This design comes from an exercise in tuning for small area and a short achievable clock period on the open sky130 flow, not from production work.
The RTL was checked by simulation tests, not by an equivalence proof against the original design.

--- flow/design.v ---
module half_adder(
    input logic half_adder_a,        
    input logic half_adder_b,        
    output logic half_adder_sum,     
    output logic half_adder_carry     
);
  assign half_adder_sum = half_adder_a ^ half_adder_b;
  assign half_adder_carry = half_adder_a & half_adder_b;
endmodule
module full_adder(
    input logic  full_adder_operand_a,    
    input logic  full_adder_operand_b,    
    input logic  full_adder_carry_in,     
    output logic full_adder_sum,          
    output logic full_adder_carry         
);
    logic ha_sum;                         
    logic ha_carry;                       
 assign full_adder_sum = (full_adder_operand_a ^ full_adder_operand_b) ^ full_adder_carry_in;
 assign full_adder_carry = (full_adder_operand_a & full_adder_operand_b) |  (full_adder_operand_a & full_adder_carry_in) | (full_adder_operand_b & full_adder_carry_in) ;
endmodule
module carry_save_adder #(parameter ADDER_WIDTH = 2) (
    input logic  [ADDER_WIDTH-1:0]  operand_a_csa,   
    input logic  [ADDER_WIDTH-1:0]  operand_b_csa,   
    input logic  [ADDER_WIDTH-1:0]  operand_c_csa,   
    output logic [ADDER_WIDTH-1:0]  sum_csv,         
    output logic [ADDER_WIDTH-1:0]  carry_csv        
);
    genvar i;   
    generate 
        for (i = 0; i < ADDER_WIDTH; i++) begin
            full_adder one_bit_adder (
                .full_adder_operand_a(operand_a_csa[i]),   
                .full_adder_operand_b(operand_b_csa[i]),   
                .full_adder_carry_in(operand_c_csa[i]),     
                .full_adder_sum(sum_csv[i]),                 
                .full_adder_carry(carry_csv[i])              
            ); 
        end
    endgenerate
endmodule
module prefix_adder #( 
    parameter NO_CARRY     =  0,
    parameter ADDER_WIDTH  =  16,   
    parameter STAGE        =  $clog2(ADDER_WIDTH)  
)(
    input logic   [ADDER_WIDTH-1:0] operand_a,   
    input logic   [ADDER_WIDTH-1:0] operand_b,   
    output logic  [ADDER_WIDTH-1:0] sum_stage,   
    output logic                    carry_bka
);
    logic [STAGE:0] [ADDER_WIDTH-1:0] gen_vector;  
    logic [STAGE:0] [ADDER_WIDTH-1:0] pro_vector;  
    int Stage_number;  
    genvar i;          
    genvar j;          
    generate
        for (j = 0; j < ADDER_WIDTH; j++) begin
            pre_block pre_stage (
                .a_bit(operand_a[j]),                
                .b_bit(operand_b[j]),                
                .p_bit(pro_vector[0][j]),            
                .g_bit(gen_vector[0][j])             
            );   
        end
        for (j = 1; j <= STAGE; j++) begin
            for (i = 0; i < ADDER_WIDTH; i++) begin
                if (i < (2**(j-1))) begin
                    assign gen_vector[j][i] = gen_vector[j-1][i];
                    assign pro_vector[j][i] = pro_vector[j-1][i];                                  
                end
                else if (i < 2**(j)) begin
                    grey_cell stage_grey_cell (
                        .generate_cur(gen_vector[j-1][i]),  
                        .propagate_cur(pro_vector[j-1][i]),  
                        .generate_pre(gen_vector[j-1][i-(2**(j-1))]),  
                        .generate_for_sum(gen_vector[j][i])  
                    );
                    assign pro_vector[j][i] = pro_vector[j-1][i];  
                end  
                else if (i < 2**(STAGE+1)) begin
                    black_cell stage_black_cell (
                        .propagate_pre(pro_vector[j-1][i-(2**(j-1))]),  
                        .propagate_cur(pro_vector[j-1][i]),  
                        .generate_pre(gen_vector[j-1][i-(2**(j-1))]),  
                        .generate_cur(gen_vector[j-1][i]),  
                        .propagate_sig(pro_vector[j][i]),  
                        .generate_sig(gen_vector[j][i])  
                    ); 
                end
            end
        end
        for (i = 0; i < ADDER_WIDTH; i++) begin
            if (i == 0) begin
                assign sum_stage[i] = pro_vector[STAGE][i];
              if( NO_CARRY==0)
                begin
                assign  carry_bka= gen_vector[STAGE][ADDER_WIDTH-1];
                end
            end
            else begin
                sum_out sum_stage_init (
                    .carry_in(gen_vector[STAGE][i-1]),  
                    .propagate_in(pro_vector[0][i]),  
                    .out_sum(sum_stage[i])  
                );
            end
        end
    endgenerate
endmodule
module black_cell(
    input logic propagate_pre,   
    input logic propagate_cur,    
    input logic generate_pre,     
    input logic generate_cur,      
    output logic propagate_sig,    
    output logic generate_sig      
);
    assign propagate_sig = propagate_cur & propagate_pre;
    assign generate_sig = generate_cur | (propagate_cur & generate_pre);
endmodule
module pre_block(
    input logic a_bit,   
    input logic b_bit,   
    output logic p_bit,  
    output logic g_bit   
);
    assign p_bit = a_bit ^ b_bit;
    assign g_bit = a_bit & b_bit;
endmodule
module grey_cell(
    input logic generate_cur,     
    input logic propagate_cur,     
    input logic generate_pre,      
    output logic generate_for_sum  
);
    assign generate_for_sum = (propagate_cur & generate_pre) | generate_cur;
endmodule
module sum_out(
    input logic carry_in,         
    input logic propagate_in,     
    output logic out_sum          
);
    assign out_sum = carry_in ^ propagate_in;
endmodule
module adder_3_4 #(
    parameter ADDER_WIDTH = 3,           
    parameter CARRY_SIG   = 0,              
    parameter WIDTH_C     = ADDER_WIDTH - 1'b1,  
    parameter WIDTH_NC    = ADDER_WIDTH - 2'b10  
)(
    input  logic [ADDER_WIDTH-1:0] a,     
    output logic carry_out,               
    output logic [ADDER_WIDTH-1:0] sum    
);
genvar i;  
generate 
    if (ADDER_WIDTH == 3) begin
        logic gate_and;  
        assign gate_and = a[1] & a[0];
        assign sum[0] = ~a[0];
        assign sum[1] = a[1] ^ a[0];
        assign sum[2] = a[2] ^ gate_and;
    end
    else
    begin
        if (CARRY_SIG == 1) begin
            logic [WIDTH_C-1:0] gate_and;  
            for (i = 0; i < WIDTH_C; i++) begin
                if (i == 0) begin
                    assign gate_and[i] = a[i+1] & a[i];
                end
                else begin
                    assign gate_and[i] = a[i+1] & gate_and[i-1];  
                end
            end
            assign sum[0] = ~a[0];
            assign sum[1] = a[1] ^ a[0];
            assign carry_out = gate_and[WIDTH_C-1];
            for (i = 2; i <= WIDTH_C; i++) begin
                assign sum[i] = a[i] ^ gate_and[i-2];
            end
        end  
        else
        begin
            logic [WIDTH_NC-1:0] gate_and;  
            for (i = 0; i < WIDTH_NC; i++) begin
                if (i == 0) begin
                    assign gate_and[i] = a[i+1] & a[i];
                end
                else begin
                    assign gate_and[i] = a[i+1] & gate_and[i-1];  
                end
            end
            assign sum[0] = ~a[0];
            assign sum[1] = a[1] ^ a[0];
            for (i = 2; i < ADDER_WIDTH; i++) begin
                assign sum[i] = a[i] ^ gate_and[i-2];
            end
        end  
    end  
endgenerate
endmodule
module carray_select_adder #(
    parameter ADDER_WIDTH = 3   
)(
    input logic  [ADDER_WIDTH-1:0] operand_a_csela,  
    input logic  carry_in_csela,                      
    output logic [ADDER_WIDTH-1:0] sum_csela        
);
generate 
    if (ADDER_WIDTH == 3) begin
        logic [ADDER_WIDTH-1:0] sum_1;  
        adder_3_4 #(.ADDER_WIDTH(3)) adder_1 (
            .a(operand_a_csela),
            .sum(sum_1)
        );
        assign sum_csela = carry_in_csela ? sum_1 : operand_a_csela;
    end
    if (ADDER_WIDTH == 7) begin
        logic [6:0] sum_1;  
      adder_3_4 #(.ADDER_WIDTH(7)) adder_1_0 (
            .a(operand_a_csela),
            .sum(sum_1)
        );
      assign sum_csela= carry_in_csela ? sum_1 : operand_a_csela;
    end
    if (ADDER_WIDTH == 15) begin
        logic carry_1;  
        logic [6:0]  sum_1;  
        logic [7:0] sum_2;  
        logic  mux_sel;   
      adder_3_4 #(.ADDER_WIDTH(7),.CARRY_SIG(1)) adder_1_1 (
        .a(operand_a_csela[6:0]),
            .sum(sum_1),
            .carry_out(carry_1)
        );
      adder_3_4 #(.ADDER_WIDTH(8)) adder_1_2 (
        .a(operand_a_csela[14:7]),
        .sum(sum_2));
      assign sum_csela[6:0] = carry_in_csela ? sum_1   : operand_a_csela[6:0]; 
      assign mux_sel        = carry_in_csela ? carry_1 : 1'b0;
      assign sum_csela[14:7]   = mux_sel ? sum_2  : operand_a_csela[14:7];
    end
endgenerate
endmodule
module two_bit_multiplier (
    input logic [1:0] a,         
    input logic [1:0] b,         
    output logic [3:0] c         
);
    logic in_wire;               
    logic [2:0] and_gate_wire;   
    assign c[0] = a[0] & b[0];   
    assign and_gate_wire[0] = a[0] & b[1];  
    assign and_gate_wire[1] = a[1] & b[0];  
    assign and_gate_wire[2] = a[1] & b[1];  
    half_adder h_a_0 (
        .half_adder_a(and_gate_wire[0]),
        .half_adder_b(and_gate_wire[1]),
        .half_adder_sum(c[1]),    
        .half_adder_carry(in_wire)  
    );
    half_adder h_a_1 (
        .half_adder_a(and_gate_wire[2]),
        .half_adder_b(in_wire),
        .half_adder_sum(c[2]),     
        .half_adder_carry(c[3])     
    );
endmodule
module multiplier_4bit (
    input logic [3:0] a_4bit,            
    input logic [3:0] b_4bit,            
    output logic [7:0] mul_out_4bit      
);
    logic [3:0][3:0] mul_block_wire;     
    logic [3:0] csa_sum;                 
    logic [3:0] csa_carry;               
    two_bit_multiplier unit2_0 (
        .a(a_4bit[1:0]),
        .b(b_4bit[1:0]),
        .c(mul_block_wire[0])
    );
    two_bit_multiplier unit2_1 (
        .a(a_4bit[1:0]),
        .b(b_4bit[3:2]),
        .c(mul_block_wire[1])
    );
    two_bit_multiplier unit2_2 (
        .a(a_4bit[3:2]),
        .b(b_4bit[1:0]),
        .c(mul_block_wire[2])
    );
    two_bit_multiplier unit2_3 (
        .a(a_4bit[3:2]),
        .b(b_4bit[3:2]),
        .c(mul_block_wire[3])
    );
    assign mul_out_4bit[1:0] = mul_block_wire[0][1:0];  
    assign mul_out_4bit[2]=csa_sum[0];
    carry_save_adder #(.ADDER_WIDTH(4)) cs_adder (
        .operand_a_csa({mul_block_wire[3][1:0], mul_block_wire[0][3:2]}),  
        .operand_b_csa(mul_block_wire[1]),
        .operand_c_csa(mul_block_wire[2]),
        .sum_csv(csa_sum),
        .carry_csv(csa_carry)
    );
  prefix_adder #(.ADDER_WIDTH(5)) bk_adder_nc (
    .operand_a({mul_block_wire[3][3:2], csa_sum[3:1]}),  
    .operand_b({1'b0, csa_carry}),                       
    .sum_stage(mul_out_4bit[7:3])                             
);
endmodule
module  multiplier_8bit  (input  logic [7:0]  operand_a_8bit,
                          input  logic [7:0]  operand_b_8bit,
                          output logic [15:0] output_8bit_mul);
  logic [3:0][7:0] in_4bit_mul_block;
  logic [7:0]      csa_sum;
  logic [7:0]      csa_carry; 
  logic carry_bka;
  assign output_8bit_mul[3:0]=in_4bit_mul_block[0][3:0];
  assign output_8bit_mul[4]=csa_sum[0];
  multiplier_4bit unit4_0(.a_4bit(operand_a_8bit[3:0]),.b_4bit(operand_b_8bit[3:0]),.mul_out_4bit(in_4bit_mul_block[0]));
  multiplier_4bit unit4_1(.a_4bit(operand_a_8bit[3:0]),.b_4bit(operand_b_8bit[7:4]),.mul_out_4bit(in_4bit_mul_block[1]));
  multiplier_4bit unit4_2(.a_4bit(operand_a_8bit[7:4]),.b_4bit(operand_b_8bit[3:0]),.mul_out_4bit(in_4bit_mul_block[2]));
  multiplier_4bit unit4_3(.a_4bit(operand_a_8bit[7:4]),.b_4bit(operand_b_8bit[7:4]),.mul_out_4bit(in_4bit_mul_block[3]));
  carry_save_adder #(.ADDER_WIDTH(8)) cs_adder (
    .operand_a_csa({in_4bit_mul_block[3][3:0],in_4bit_mul_block [0][7:4]}), 
        .operand_b_csa(in_4bit_mul_block[1]),
        .operand_c_csa(in_4bit_mul_block[2]),
        .sum_csv(csa_sum),
        .carry_csv(csa_carry)
    );
  prefix_adder #(.ADDER_WIDTH(8),.NO_CARRY(0)) bk_adder  (
    .operand_a({in_4bit_mul_block[3][4], csa_sum[7:1]}),  
    .operand_b(csa_carry),                       
    .sum_stage(output_8bit_mul[12:5]) ,                            
    .carry_bka(carry_bka)
);
  carray_select_adder #(.ADDER_WIDTH(3)) csela (  .operand_a_csela(in_4bit_mul_block[3][7:5]),
                                       .carry_in_csela(carry_bka),
                                       .sum_csela(output_8bit_mul[15:13]));
endmodule
module multiplier_16bit (
    input logic clk,                           
    input logic rst,                           
    input logic [15:0] operand_a_16bit,       
    input logic [15:0] operand_b_16bit,       
    input logic [1:0] precision,               
    output logic [31:0] output_16bit_mul       
);
    logic [3:0][15:0] in_8bit_mul_block;       
    logic [31:0] output_16bit_mul_wire;        
    logic [31:0] output_16bit_mul_pr8;         
    logic [31:0] output_16bit_mul_pr16;        
    logic [7:0] mux_a_8bit_pre;                
    logic [15:0] csa_sum;                       
    logic [15:0] csa_carry;                     
    logic carry_bka;                            
    logic mux_sel;                              
    logic [3:0][15:0] in_8bit_mul_block_reg;   
    logic mux_sel_reg;                          
    multiplier_8bit unit8_0 (
        .operand_a_8bit(operand_a_16bit[7:0]),
        .operand_b_8bit(operand_b_16bit[7:0]),
        .output_8bit_mul(in_8bit_mul_block[0])
    );
    multiplier_8bit unit8_1 (
        .operand_a_8bit(mux_a_8bit_pre),
        .operand_b_8bit(operand_b_16bit[15:8]),
        .output_8bit_mul(in_8bit_mul_block[1])
    );
    multiplier_8bit unit8_2 (
        .operand_a_8bit(operand_a_16bit[15:8]),
        .operand_b_8bit(operand_b_16bit[7:0]),
        .output_8bit_mul(in_8bit_mul_block[2])
    );
    multiplier_8bit unit8_3 (
        .operand_a_8bit(operand_a_16bit[15:8]),
        .operand_b_8bit(operand_b_16bit[15:8]),
        .output_8bit_mul(in_8bit_mul_block[3])
    );
    carry_save_adder #(.ADDER_WIDTH(16)) cs_adder (
      .operand_a_csa({in_8bit_mul_block_reg[3][7:0], in_8bit_mul_block_reg[0][15:8]}), 
        .operand_b_csa(in_8bit_mul_block_reg[1]),
        .operand_c_csa(in_8bit_mul_block_reg[2]),
        .sum_csv(csa_sum),
        .carry_csv(csa_carry)
    );
    prefix_adder #(.ADDER_WIDTH(16), .NO_CARRY(0)) bk_adder (
        .operand_a({in_8bit_mul_block_reg[3][8], csa_sum[15:1]}), 
        .operand_b(csa_carry),                     
        .sum_stage(output_16bit_mul_pr16[24:9]),
        .carry_bka(carry_bka)
    );
    carray_select_adder #(.ADDER_WIDTH(7)) csela (
        .operand_a_csela(in_8bit_mul_block_reg[3][15:9]),
        .carry_in_csela(carry_bka),
        .sum_csela(output_16bit_mul_pr16[31:25])
    );
    assign mux_sel = (precision == 2'b00);   
  assign output_16bit_mul_pr16[8:0] = {csa_sum[0], in_8bit_mul_block_reg[0][7:0]};   
  assign output_16bit_mul_pr8 = {in_8bit_mul_block_reg[1], in_8bit_mul_block_reg[0]};     
    assign mux_a_8bit_pre = mux_sel ? operand_a_16bit[15:8] : operand_a_16bit[7:0];  
    assign output_16bit_mul = mux_sel_reg ? output_16bit_mul_pr8 : output_16bit_mul_pr16;  
    always_ff @(posedge clk, negedge rst) begin
        if (!rst) begin
            in_8bit_mul_block_reg <= 0;   
            mux_sel_reg <= 0;             
        end else begin
            mux_sel_reg <= mux_sel;       
            in_8bit_mul_block_reg <= in_8bit_mul_block;  
        end
    end
endmodule
module multiplier_32bit (
    input logic clk,                           
    input logic rst,                           
    input logic [31:0] operand_a_32bit,       
    input logic [31:0] operand_b_32bit,       
    input logic [1:0] precision,               
    output logic [63:0] output_32bit_mul       
);
    logic [3:0][31:0] in_16bit_mul_block;      
    logic [63:0] output_32bit_mul_wire;        
    logic [63:0] output_32bit_mul_pr8_16;      
    logic [63:0] output_32bit_mul_pr32;        
    logic [15:0] mux_a_16bit_pre;              
    logic [31:0] csa_sum;                       
    logic [31:0] csa_carry;                     
    logic carry_bka;                            
    logic mux_sel;                              
    logic [31:0] b_16_0;                        
    logic [31:0] b_16_1;                        
    logic [31:0] b_16_2;                        
    logic [31:0] b_16_3;                        
    logic mux_sel_reg;                          
    multiplier_16bit unit16_0 (
        .clk(clk),
        .rst(rst),
        .operand_a_16bit(operand_a_32bit[15:0]),
        .operand_b_16bit(operand_b_32bit[15:0]),
        .output_16bit_mul(in_16bit_mul_block[0]),
        .precision(precision)
    );
    multiplier_16bit unit16_1 (
        .clk(clk),
        .rst(rst),
        .operand_a_16bit(mux_a_16bit_pre),
        .operand_b_16bit(operand_b_32bit[31:16]),
        .output_16bit_mul(in_16bit_mul_block[1]),
        .precision(precision)
    );
    multiplier_16bit unit16_2 (
        .clk(clk),
        .rst(rst),
        .operand_a_16bit(operand_a_32bit[31:16]),
        .operand_b_16bit(operand_b_32bit[15:0]),
        .output_16bit_mul(in_16bit_mul_block[2]),
        .precision(precision)
    );
    multiplier_16bit unit16_3 (
        .clk(clk),
        .rst(rst),
        .operand_a_16bit(operand_a_32bit[31:16]),
        .operand_b_16bit(operand_b_32bit[31:16]),
        .output_16bit_mul(in_16bit_mul_block[3]),
        .precision(precision)
    );
    carry_save_adder #(.ADDER_WIDTH(32)) cs_adder (
        .operand_a_csa({in_16bit_mul_block[3][15:0], in_16bit_mul_block[0][31:16]}), 
        .operand_b_csa(in_16bit_mul_block[1]),
        .operand_c_csa(in_16bit_mul_block[2]),
        .sum_csv(csa_sum),
        .carry_csv(csa_carry)
    );
    prefix_adder #(.ADDER_WIDTH(32), .NO_CARRY(0)) bk_adder (
        .operand_a({in_16bit_mul_block[3][16], csa_sum[31:1]}), 
        .operand_b(csa_carry),                     
        .sum_stage(output_32bit_mul_pr32[48:17]),
        .carry_bka(carry_bka)
    );
    carray_select_adder #(.ADDER_WIDTH(15)) csela (
        .operand_a_csela(in_16bit_mul_block[3][31:17]),
        .carry_in_csela(carry_bka),
        .sum_csela(output_32bit_mul_pr32[63:49])
    );
    assign sum_bit0 = csa_sum[0];   
    assign mux_sel = (precision == 2'b10 || precision == 2'b11);   
    assign output_32bit_mul_pr32[16:0] = {csa_sum[0], in_16bit_mul_block[0][15:0]};   
    assign output_32bit_mul_pr8_16 = {in_16bit_mul_block[1], in_16bit_mul_block[0]};   
    assign mux_a_16bit_pre = mux_sel ? operand_a_32bit[15:0] : operand_a_32bit[31:16];   
    assign output_32bit_mul_wire = mux_sel_reg ? output_32bit_mul_pr32 : output_32bit_mul_pr8_16;   
    assign output_32bit_mul = output_32bit_mul_wire;   
    always_ff @(posedge clk, negedge rst) begin
        if (!rst) begin
            mux_sel_reg <= 0;   
        end else begin
            mux_sel_reg <= mux_sel;   
        end
    end
endmodule
module tc_8_16bits #(
    parameter WIDTH = 8,                 
    parameter FIRST_CHANK = 0,           
    parameter STAGE = $clog2(WIDTH)      
) (
    input logic  [WIDTH-1:0]  operand_a,   
    output logic [WIDTH-1:0]  operand_b,   
    input logic               mux,                      
    input logic  [1:0]        carry_in,           
    output logic              carry_out                
);
    logic [STAGE:0] [WIDTH-1:0] gen_vector;
    genvar i;  
    genvar j;  
    generate
        if (FIRST_CHANK == 0) begin
            logic inter_or_gate;  
            logic sig_a_0;  
            assign inter_or_gate = carry_in[0] | carry_in[1];
            assign sig_a_0 = mux ? inter_or_gate : operand_a[0];
            assign gen_vector[0][0] = mux ? (operand_a[0] | inter_or_gate) : operand_a[0];
            assign gen_vector[0][WIDTH-1:1] = operand_a[WIDTH-1:1];
            for (j = 1; j <= STAGE; j++) begin
                for (i = 0; i < WIDTH; i++) begin
                    if (i < (2**(j-1))) begin
                        assign gen_vector[j][i] = gen_vector[j-1][i];
                    end else begin
                        or_cell stage_or_cell (
                            .a_bit(gen_vector[j-1][i]),
                            .or_pre(gen_vector[j-1][i - (2**(j-1))]),
                            .carry(gen_vector[j][i])
                        );
                    end
                end
            end
            for (i = 0; i < WIDTH ; i++) begin
                if (i == 0) begin
                    assign operand_b[i] = mux ? (inter_or_gate ^ operand_a[0]) : operand_a[0];
                    assign carry_out = gen_vector[STAGE][WIDTH-1];
                end else begin
                    xor_cell xor_last_stage (
                        .gen_a(gen_vector[STAGE][i-1]),
                        .op_a(operand_a[i]),
                        .xor_out(operand_b[i])
                    );
                end
            end
        end else begin
            assign gen_vector[0] = operand_a;  
            for (j = 1; j <= STAGE; j++) begin
                for (i = 0; i < WIDTH; i++) begin
                    if (i < (2**(j-1))) begin
                        assign gen_vector[j][i] = gen_vector[j-1][i];
                    end else begin
                        or_cell stage_or_cell (
                            .a_bit(gen_vector[j-1][i]),
                            .or_pre(gen_vector[j-1][i - (2**(j-1))]),
                            .carry(gen_vector[j][i])
                        );
                    end
                end
            end
            for (i = 0; i < WIDTH; i++) begin
                if (i == 0) begin
                    assign operand_b[i] = gen_vector[STAGE][i];
                    assign carry_out = gen_vector[STAGE][WIDTH-1];
                end else begin
                    xor_cell xor_last_stage (
                        .gen_a(gen_vector[STAGE][i-1]),
                        .op_a(operand_a[i]),
                        .xor_out(operand_b[i])
                    );
                end
            end
        end
    endgenerate
endmodule
module or_cell (
    input logic  a_bit, 
    input logic  or_pre,
    output logic carry
);
    assign carry = a_bit | or_pre;  
endmodule
module xor_cell (
    input logic  gen_a, 
    input logic  op_a,
    output logic xor_out
);
    assign xor_out = gen_a ^ op_a;  
endmodule
module tc_bit_stream_with_precision #(parameter WIDTH=8)
(
    input  logic [1:0] precision,                      
    input  logic [(WIDTH*4)-1:0] operand_a,           
    output logic [(WIDTH*4)-1:0] output_operand      
);
    logic [1:0]            carry_out_from_8bit_tc_0;    
    logic [1:0]            carry_out_from_8bit_tc_1;   
    logic                  carry_out_from_8bit_tc;    
    logic [2:0]            mux_in;                   
    logic [2:0][WIDTH-1:0] output_operand_0;        
    logic [2:0][WIDTH-1:0] output_operand_1;       
    logic [1:0]            mux_sel;               
    tc_8_16bits #(
        .WIDTH(WIDTH), .FIRST_CHANK(1)
    ) from_bit0_bit7_0 (
        .operand_a(operand_a[WIDTH-1:0]),
        .operand_b(output_operand[WIDTH-1:0]),
        .carry_out(carry_out_from_8bit_tc)
    );
    tc_8_16bits #(
        .WIDTH(WIDTH)
    ) from_bit8_bit15_0 (
        .operand_a(operand_a[(WIDTH*2)-1:WIDTH]),
        .operand_b(output_operand_0[0]),
        .mux(mux_in[0]),
        .carry_in({operand_a[WIDTH-1], 1'b0}),
        .carry_out(carry_out_from_8bit_tc_0[0])
    );
    tc_8_16bits #(
        .WIDTH(WIDTH)
    ) from_bit8_bit15_1 (
        .operand_a(operand_a[(WIDTH*2)-1:WIDTH]),
        .operand_b(output_operand_1[0]),
        .mux(mux_in[0]),
        .carry_in({operand_a[WIDTH-1], 1'b1}),
        .carry_out(carry_out_from_8bit_tc_1[0])
    );
    tc_8_16bits #(
        .WIDTH(WIDTH)
    ) from_bit16_bit23_0 (
        .operand_a(operand_a[(WIDTH*3)-1:(WIDTH*2)]),
        .operand_b(output_operand_0[1]),
        .mux(mux_in[1]),
        .carry_in({operand_a[(2*WIDTH)-1], 1'b0}),
        .carry_out(carry_out_from_8bit_tc_0[1])
    );
    tc_8_16bits #(
        .WIDTH(WIDTH)
    ) from_bit16_bit23_1 (
        .operand_a(operand_a[(WIDTH*3)-1:(WIDTH*2)]),
        .operand_b(output_operand_1[1]),
        .mux(mux_in[1]),
        .carry_in({operand_a[(2*WIDTH)-1], 1'b1}),
        .carry_out(carry_out_from_8bit_tc_1[1])
    );
    tc_8_16bits #(
        .WIDTH(WIDTH)
    ) from_bit24_bit31_0 (
        .operand_a(operand_a[(WIDTH*4)-1:(WIDTH*3)]),
        .operand_b(output_operand_0[2]),
        .mux(mux_in[2]),
        .carry_in({operand_a[(3*WIDTH)-1], 1'b0})
    );
    tc_8_16bits #(
        .WIDTH(WIDTH )
    ) from_bit24_bit31_1 (
        .operand_a(operand_a[(WIDTH*4)-1:(WIDTH*3)]),
        .operand_b(output_operand_1[2]),
        .mux(mux_in[2]),
        .carry_in({operand_a[(3*WIDTH)-1], 1'b1})
    );
    assign mux_sel[0] = carry_out_from_8bit_tc ? carry_out_from_8bit_tc_1[0] : carry_out_from_8bit_tc_0[0];
    assign mux_sel[1] = mux_sel[0] ? carry_out_from_8bit_tc_1[1] : carry_out_from_8bit_tc_0[1];
    assign output_operand[(WIDTH*2)-1:WIDTH] = carry_out_from_8bit_tc ? output_operand_1[0] : output_operand_0[0];
    assign output_operand[(WIDTH*3)-1:(WIDTH*2)] = mux_sel[0] ? output_operand_1[1] : output_operand_0[1];
    assign output_operand[(WIDTH*4)-1:(WIDTH*3)] = mux_sel[1] ? output_operand_1[2] : output_operand_0[2];
    always_comb begin
        if (precision == 2'b00 || precision == 2'b11) begin
            mux_in[0] = 1'b0;
        end 
        else begin
            mux_in[0] = 1'b1;
        end
        if (precision == 2'b10) begin
            mux_in[1] = 1'b1;
        end 
        else begin
            mux_in[1] = 1'b0;
        end
        if (precision == 2'b00 || precision == 2'b11) begin
            mux_in[2] = 1'b0;
        end 
        else begin
            mux_in[2] = 1'b1;
        end
    end
endmodule
module operand_tc_contorl #(
    parameter operand_select = 0
) (
    input  logic [1:0] opcode,
    input  logic [1:0] precision,
    input  logic [31:0] operand_a,
    output logic [31:0] operand_a_from_tc,
    output logic [3:0] sign_signal
);
    logic [3:0] mux_select_opm;
    logic [31:0] operand_a2;
    logic opcode_signal;
    assign sign_signal = mux_select_opm;
    tc_bit_stream_with_precision tc_32bit_with_precision (
        .precision(precision),
        .operand_a(operand_a),
        .output_operand(operand_a2)
    );
    generate
      if (operand_select == 0) begin
          assign opcode_signal = (opcode == 2'b00 || opcode == 2'b01 || opcode == 2'b11);
        end 
        else begin
          assign opcode_signal = (opcode == 2'b00 || opcode == 2'b01);
        end
    endgenerate
    always_comb begin
        mux_select_opm[0] = (opcode_signal & (
            ((precision == 2'b00 || precision == 2'b11) && operand_a[7] == 1'b1) ||
            ((precision == 2'b01) && operand_a[15] == 1'b1) ||
            ((precision == 2'b10) && operand_a[31] == 1'b1)
        ));
        mux_select_opm[1] = (opcode_signal & (
            ((precision == 2'b00 || precision == 2'b11) && operand_a[15] == 1'b1) ||
 ((precision == 2'b01) && operand_a[15] == 1'b1) ||
            ((precision == 2'b10) && operand_a[31] == 1'b1)
        ));
        mux_select_opm[2] = (opcode_signal & (
            ((precision == 2'b00 || precision == 2'b11) && operand_a[23] == 1'b1) ||
            ((precision == 2'b01) && operand_a[31] == 1'b1) ||
            ((precision == 2'b10) && operand_a[31] == 1'b1)
        ));
        mux_select_opm[3] = (opcode_signal & (
            ((precision == 2'b00 || precision == 2'b11) && operand_a[31] == 1'b1) ||
            ((precision == 2'b01) && operand_a[31] == 1'b1) ||
            ((precision == 2'b10) && operand_a[31] == 1'b1)
        ));
        operand_a_from_tc[7:0] = (mux_select_opm[0]) ? operand_a2[7:0] : operand_a[7:0];
        operand_a_from_tc[15:8] = (mux_select_opm[1]) ? operand_a2[15:8] : operand_a[15:8];
        operand_a_from_tc[23:16] = (mux_select_opm[2]) ? operand_a2[23:16] : operand_a[23:16];
        operand_a_from_tc[31:24] = (mux_select_opm[3]) ? operand_a2[31:24] : operand_a[31:24];
    end
endmodule
module output_control #(parameter WIDTH = 16) (
    input logic [63:0]  mul_block_output,      
    input logic [1:0]   opcode,               
    input logic [1:0]   precision,           
    input logic [3:0]   sign_signal_a,      
    input logic [3:0]   sign_signal_b,     
    output logic [31:0] mul_out           
);
    logic [63:0] mul_out_tc;               
    logic [63:0] mul_out_mux_sel;         
    logic [3:0]  sign_mux_sel;           
    tc_bit_stream_with_precision #(.WIDTH(WIDTH)) tc_64bit_with_precision (
        .operand_a(mul_block_output),
        .output_operand(mul_out_tc),
        .precision(precision)
    );
    genvar i;
    generate 
        for (i = 0; i <= 3; i++) begin
            assign sign_mux_sel[i] = sign_signal_a[i] ^ sign_signal_b[i];
            assign mul_out_mux_sel[(WIDTH * (i + 1)) - 1 : WIDTH * i] = 
                sign_mux_sel[i] ? mul_out_tc[(WIDTH * (i + 1)) - 1 : WIDTH * i] : 
                mul_block_output[(WIDTH * (i + 1)) - 1 : WIDTH * i]; 
        end
    endgenerate
    always_comb begin
      mul_out={ mul_out_mux_sel[56:48], mul_out_mux_sel[39:32], mul_out_mux_sel[23:16], mul_out_mux_sel[7:0]};
        if (opcode == 2'b00 && precision == 2'b00) begin
            mul_out = {mul_out_mux_sel[56:48], mul_out_mux_sel[39:32], 
                       mul_out_mux_sel[23:16], mul_out_mux_sel[7:0]};
        end else if (opcode == 2'b00 && precision == 2'b01) begin
            mul_out = {mul_out_mux_sel[47:32], mul_out_mux_sel[15:0]};
        end else if (opcode == 2'b00 && precision == 2'b10) begin
            mul_out = mul_out_mux_sel[31:0];
        end else if (opcode == 2'b00 && precision == 2'b11) begin
            mul_out = {mul_out_mux_sel[56:48], mul_out_mux_sel[39:32], 
                       mul_out_mux_sel[23:16], mul_out_mux_sel[7:0]};
        end else if (opcode != 2'b00 && precision == 2'b00) begin
          mul_out = {mul_out_mux_sel[63:56], mul_out_mux_sel[47:40], 
                       mul_out_mux_sel[31:24], mul_out_mux_sel[15:8]};
        end else if (opcode != 2'b00 && precision == 2'b01) begin 
            mul_out = {mul_out_mux_sel[63:48], mul_out_mux_sel[31:16]};
        end else if (opcode != 2'b00 && precision == 2'b10) begin
            mul_out = mul_out_mux_sel[63:32];
        end
    end
endmodule
module v_mult_su (
    input logic clk,                      
    input logic rst,                      
    input logic [31:0] operand_a_reg,    
    input logic [31:0] operand_b_reg,    
    input logic [1:0] opcode_reg,         
    input logic [1:0] precision_reg,      
    output logic [31:0] mul_out           
);
    logic [1:0] opcode;                   
    logic [1:0] precision;                
    logic [31:0] operand_a;               
    logic [31:0] operand_b;               
    logic [31:0] operand_a_from_tc;       
    logic [31:0] operand_b_from_tc;       
    logic [3:0] sign_signal_a;            
    logic [3:0] sign_signal_b;            
    logic [63:0] mul_block_out;           
    logic [1:0] opcode_pipe1;             
    logic [3:0] sign_signal_a_w;          
    logic [3:0] sign_signal_b_w;          
    logic [31:0] mul_out_w;               
    logic [1:0] precision_pipe1;          
   output_control #(.WIDTH(16)) output_select_control (
        .opcode(opcode_pipe1),
        .precision(precision_pipe1),
        .sign_signal_a(sign_signal_a),
        .sign_signal_b(sign_signal_b),
        .mul_out(mul_out_w),
      .mul_block_output(mul_block_out)
    );
   operand_tc_contorl    operand_a_tc(
        .opcode(opcode),
        .precision(precision),
        .operand_a(operand_a),
        .operand_a_from_tc(operand_a_from_tc),
        .sign_signal(sign_signal_a_w)
    );
  operand_tc_contorl #( .operand_select(1)) operand_b_tc (
        .opcode(opcode),
        .precision(precision),
        .operand_a(operand_b),
        .operand_a_from_tc(operand_b_from_tc),
        .sign_signal(sign_signal_b_w)
    );
    multiplier_32bit mul_block32 (
        .clk(clk),
        .rst(rst),
        .operand_a_32bit(operand_a_from_tc),
        .operand_b_32bit(operand_b_from_tc),
        .output_32bit_mul(mul_block_out),
        .precision(precision)
    );
    always_ff @(posedge clk, negedge rst) begin
        if (!rst) begin
            operand_a <= '0;
            operand_b <= '0;
            opcode    <= '0;
            precision <= '0;
        end else begin
            operand_a <= operand_a_reg;
            operand_b <= operand_b_reg;
            opcode <= opcode_reg;
            precision <= precision_reg;
        end
    end
    always_ff @(posedge clk, negedge rst) 
      begin
        if (!rst) begin
            sign_signal_a    <= '0;
            sign_signal_b    <= '0;
            opcode_pipe1     <= '0;
            precision_pipe1  <= '0;
        end 
        else 
          begin
            sign_signal_a   <= sign_signal_a_w;
            sign_signal_b   <= sign_signal_b_w;
            opcode_pipe1    <= opcode;
            precision_pipe1 <= precision;
        end
      end
    always_ff @(posedge clk, negedge rst) begin
        if (!rst) begin
            mul_out <= '0;
        end else 
          begin
            mul_out <= mul_out_w;
        end
    end
endmodule   
--- flow/run.sh ---
#!/bin/bash
# synth_recipe.tcl (not shown) runs the flow's synth.tcl, then flattens the netlist and writes it again
# the make line also repeats each setting of config.mk as NAME=value (left out here)
make -C /OpenROAD-flow-scripts/flow DESIGN_CONFIG=/design/flow/config.mk WORK_HOME=/design/flow/orfs CLKGATE_MAP_FILE= SYNTH_SCRIPT=/design/flow/synth_recipe.tcl finish
--- flow/config.mk ---
export PLATFORM = sky130hd
export DESIGN_NAME = v_mult_su
export DESIGN_NICKNAME = v_mult_su
export VERILOG_FILES = /design/flow/design.v
export SDC_FILE = /design/flow/constraint.sdc
export NUM_CORES = 4
export LEC_CHECK = 0
export CAP_MARGIN = 20
export CORE_MARGIN = 2
export CORE_UTILIZATION = 40
export SLEW_MARGIN = 20
--- flow/constraint.sdc ---
create_clock -name core_clock -period 8.5 [get_ports {clk}]
set_input_delay 1.7000 -clock core_clock [delete_from_list [all_inputs] [get_ports {clk}]]
set_output_delay 1.7000 -clock core_clock [all_outputs]
set_load 0.01 [all_outputs]
==> metrics.md <==
| Metric | Value |
|---|---|
| Drt total wl | `190 mm` |
| Hold Slack | `510 ps` |
| Per-cell routed wire length | `20.5 um` |
| Crit path capture | `mul_block32.unit16_2.in_8bit_mul_block_reg[30]` |
| Final Max Slew Viols | `0` |
| Flop-to-flop setup slack | `320 ps` |
| Vias post-DR | `49100` |
| Routed wl met3 | `12.2 mm` |
| Synth async-reset ratio | `100%` |
| CTS tree | `built` |
| Tcrit/Tclk final | `96.3%` |
| Initial drt markers | `3801` |
| Worst reg-to-reg path cell count | `46` |
| Final core occ | `46.9%` |
| Final instance area | `69100 um2` |
| Remaining DRCs | `0` |
| Syn avg cell area | `8.70 um2` |
| Max incr delay on CP | `440 ps` |
| Top layer in use | `met5` |
| Crit-path max FO | `7` |
| Sink Count | `370` |
| Fin nets | `9019` |
| CP Capture Type | `flip-flop` |
| Top delay family on crit path | `adder cells` |
| Yosys warns | `9` |
| Clock buffer depth | `3` |
| Die footprint | `151000 um2` |
| Req. time, crit path | `9040 ps` |
| RSZ-0062 raised after global routing | `yes` |
| DP Area | `66400 um2` |
| Flops & latches, synth | `370` |
| Max transition margin | `20.5%` |
| Number of synthesized flops with an enable pin | `0` |
| Met1 WL | `85.5 mm` |
| Number of cell rows | `141` |
| GRT Overall Usage | `25.3%` |
| Die Width | `389 um` |
| CTS Hold Bufs | `0` |
| Worst r2r src | `operand_a[0]` |
| Met2 routed WL | `85.1 mm` |
| Layout cells sized above 1 | `12.9%` |
| CTS HTree Levels | `2` |
| Critical path class | `reg -> reg` |
| Minimum clock period | `8180 ps` |
| Outcome | `timing/DRC/antenna clean` |
| Latest clock arrival within the worst-skew pair | `700 ps` |
| Commonest non-fill, non-tap cell in the layout | `nor2_1` |
| Mapped Area | `59300 um2` |
| Max cap viols | `0` |
| Final Setup Violations | `0` |
| Worst R2R End | `mul_block32.unit16_2.in_8bit_mul_block_reg[30]` |
| Sequential fraction of the synthesis area | `15.6%` |
| Worst-path clk slew | `70 ps` |
| Most used flip-flop cell after synthesis | `dfrtp_1` |
| Effective utilization at floorplan | `40.2%` |
| Net Count, Synth | `8525` |
| Syn Inst Count | `6813` |
| Most numerous cell on the critical path | `ha_2` |
| Largest cells by area after synthesis | `ha_1, fa_1, dfrtp_1` |
| Synth area leader | `ha_1` |
| Commonest cells after routing, fill and taps aside | `nor2_1, ha_1, inv_1` |
| Post-route ant nets | `0` |
| Global route overflow | `0` |
| Pre-Repair DR Iteration Count | `5` |
| CP arrival | `8730 ps` |
| Global-route wire length before repair | `294 mm` |
| Worst Hold Depth | `1` |
| Vias in the first global route | `50000` |
| CP startpoint | `operand_a[0]` |
| Die height | `389 um` |
| I/O Buffers | `101` |
| Root Buffer | `clkbuf_16` |
| Buffers & Inverters on Critical Path | `10` |
| Area grow syn2layout | `16.6%` |
| # fillers | `14100` |
| Dpl hpwl | `157 mm` |
| Crit start category | `flip-flop` |
| Distinct cell type count after synthesis | `105` |
| Fmax | `0.122 GHz` |
| Share of the synthesized area in the top cell type | `22.7%` |
| Clock Skew | `58.3 ps` |
| Largest net degree at the start of global routing | `133` |
| Critical path depth in cells | `46` |
| IO Count | `102` |
| Vias per inst | `5.30` |
| Hold Path Class | `reg -> reg` |
| TritonCTS Buffers | `51` |
| Max stage delay cell, worst path | `fa_2` |
| Worst-Margin Slew | `1190 ps` |
| Routability cong. | `0.960` |
| Initial antenna violation count | `9` |
| Fin. Hold Viols | `0` |
| Placeable Area | `147000 um2` |
-- area by class of cell --
class | instances | area (um2) | share of cell area, %
multi-input combinational | 5168 | 46200 | 66.8
sequential | 370 | 9260 | 13.4
timing repair buffer | 663 | 5590 | 8.08
inverter | 1053 | 3950 | 5.72
tap | 1930 | 2410 | 3.49
clock buffer | 62 | 1390 | 2.01
clock inverter | 32 | 335 | 0.485
antenna | 1 | 2.50 | 0.00362
-- worst min path at each step --
stage / from / to
floorplan: opcode[0] / opcode_pipe1[0]
global placement: precision[0] / precision_pipe1[0]
detailed placement: precision[0] / precision_pipe1[0]
CTS: precision[0] / precision_pipe1[0]
global route: precision[1] / precision_pipe1[1]
finish: precision[1] / precision_pipe1[1]
-- synthesized netlist by cell type, types with 21 or more instances --
master    number
ha_1        1077
nor2_1      1071
inv_1       1051
fa_1         565
a21oi_1      387
dfrtp_1      370
nand2_1      370
xnor2_1      270
xor2_1       235
a21o_1       197
clkbuf_1     195
o21ai_0      187
nand2b_1      56
mux2i_1       54
nor3_1        51
mux2_2        48
nand3_1       44
o21a_1        35
a211oi_1      34
o21bai_1      32
a31oi_1       31
o21ai_1       31
o31ai_1       28
or2_2         25
and3_1        23
nor2b_1       21
or3_1         21
-- cells by family (layout without fill, tap and decap cells) --
family                     count (synthesis)  in the layout  synth area share, %
buffers and inverters                   1275           1810                 8.13
and+or+nand+nor                         1769           1769                 12.6
other                                      0              1                    0
DFF                                      370            370                 15.6
xor gates and xnor gates                 505            505                 7.46
adders and majority gates               1642           1642                 41.8
AOI/OAI and AO/OA                       1146           1146                 12.4
muxes                                    106            106                 1.91
-- timing repair --
item	4_1_cts	5_1_grt
setup endpoints to repair	36	76
gates resized for setup	12	183
setup buffers	1	32
pin swaps	2	94
cloned	0	1
-- routing by layer --
metal | track usage (%) | vias to the layer above
li1 | - | 23300
met1 | 35.1 | 24100
met2 | 40.6 | 1465
met3 | 3.11 | 308
met4 | 8.77 | 6
met5 | 0 | -
-- metrics by stage --
stage / std cells / setup TNS [ps] / worst slack (ps)
finish: 9279 / 0 / 319
global route: 9278 / -739 / -85.3
CTS: 9244 / -6.02 / -6.02
detailed placement: 9149 / -2630 / -261
global placement: 9149 / -1560 / -250
floorplan: 6813 / 0 / 41.0

## re-timing with driven ports
No port has a modelled driver above. Below, the same layout with a new extraction and two added sets of constraints. Step 1: set_driving_cell puts a clkbuf_16 on clk and a buf_2 on each other input, an assumption about the parent block. Step 2 adds t to the input delays and takes it off the output delays; t is the mean of the earliest and latest rising clock arrival at the registers after step 1. Input paths then give back, and output paths get back, about the clock's delay inside the block. a / b / c = no drivers / after step 1 / after step 2; a / b = the first two.
shift t [ns]: 0.740
slack for setup (ns): 0.319 / 0.319 / 0.319
worst hold slack (ns): 0.510 / 0.510 / 0.510
worst data-port slew with drivers (ns): 0.06
After both steps setup and hold are still met in this run. The setup slack of this run moves by 0.000 ns with the drivers and by 0.000 ns with both steps.
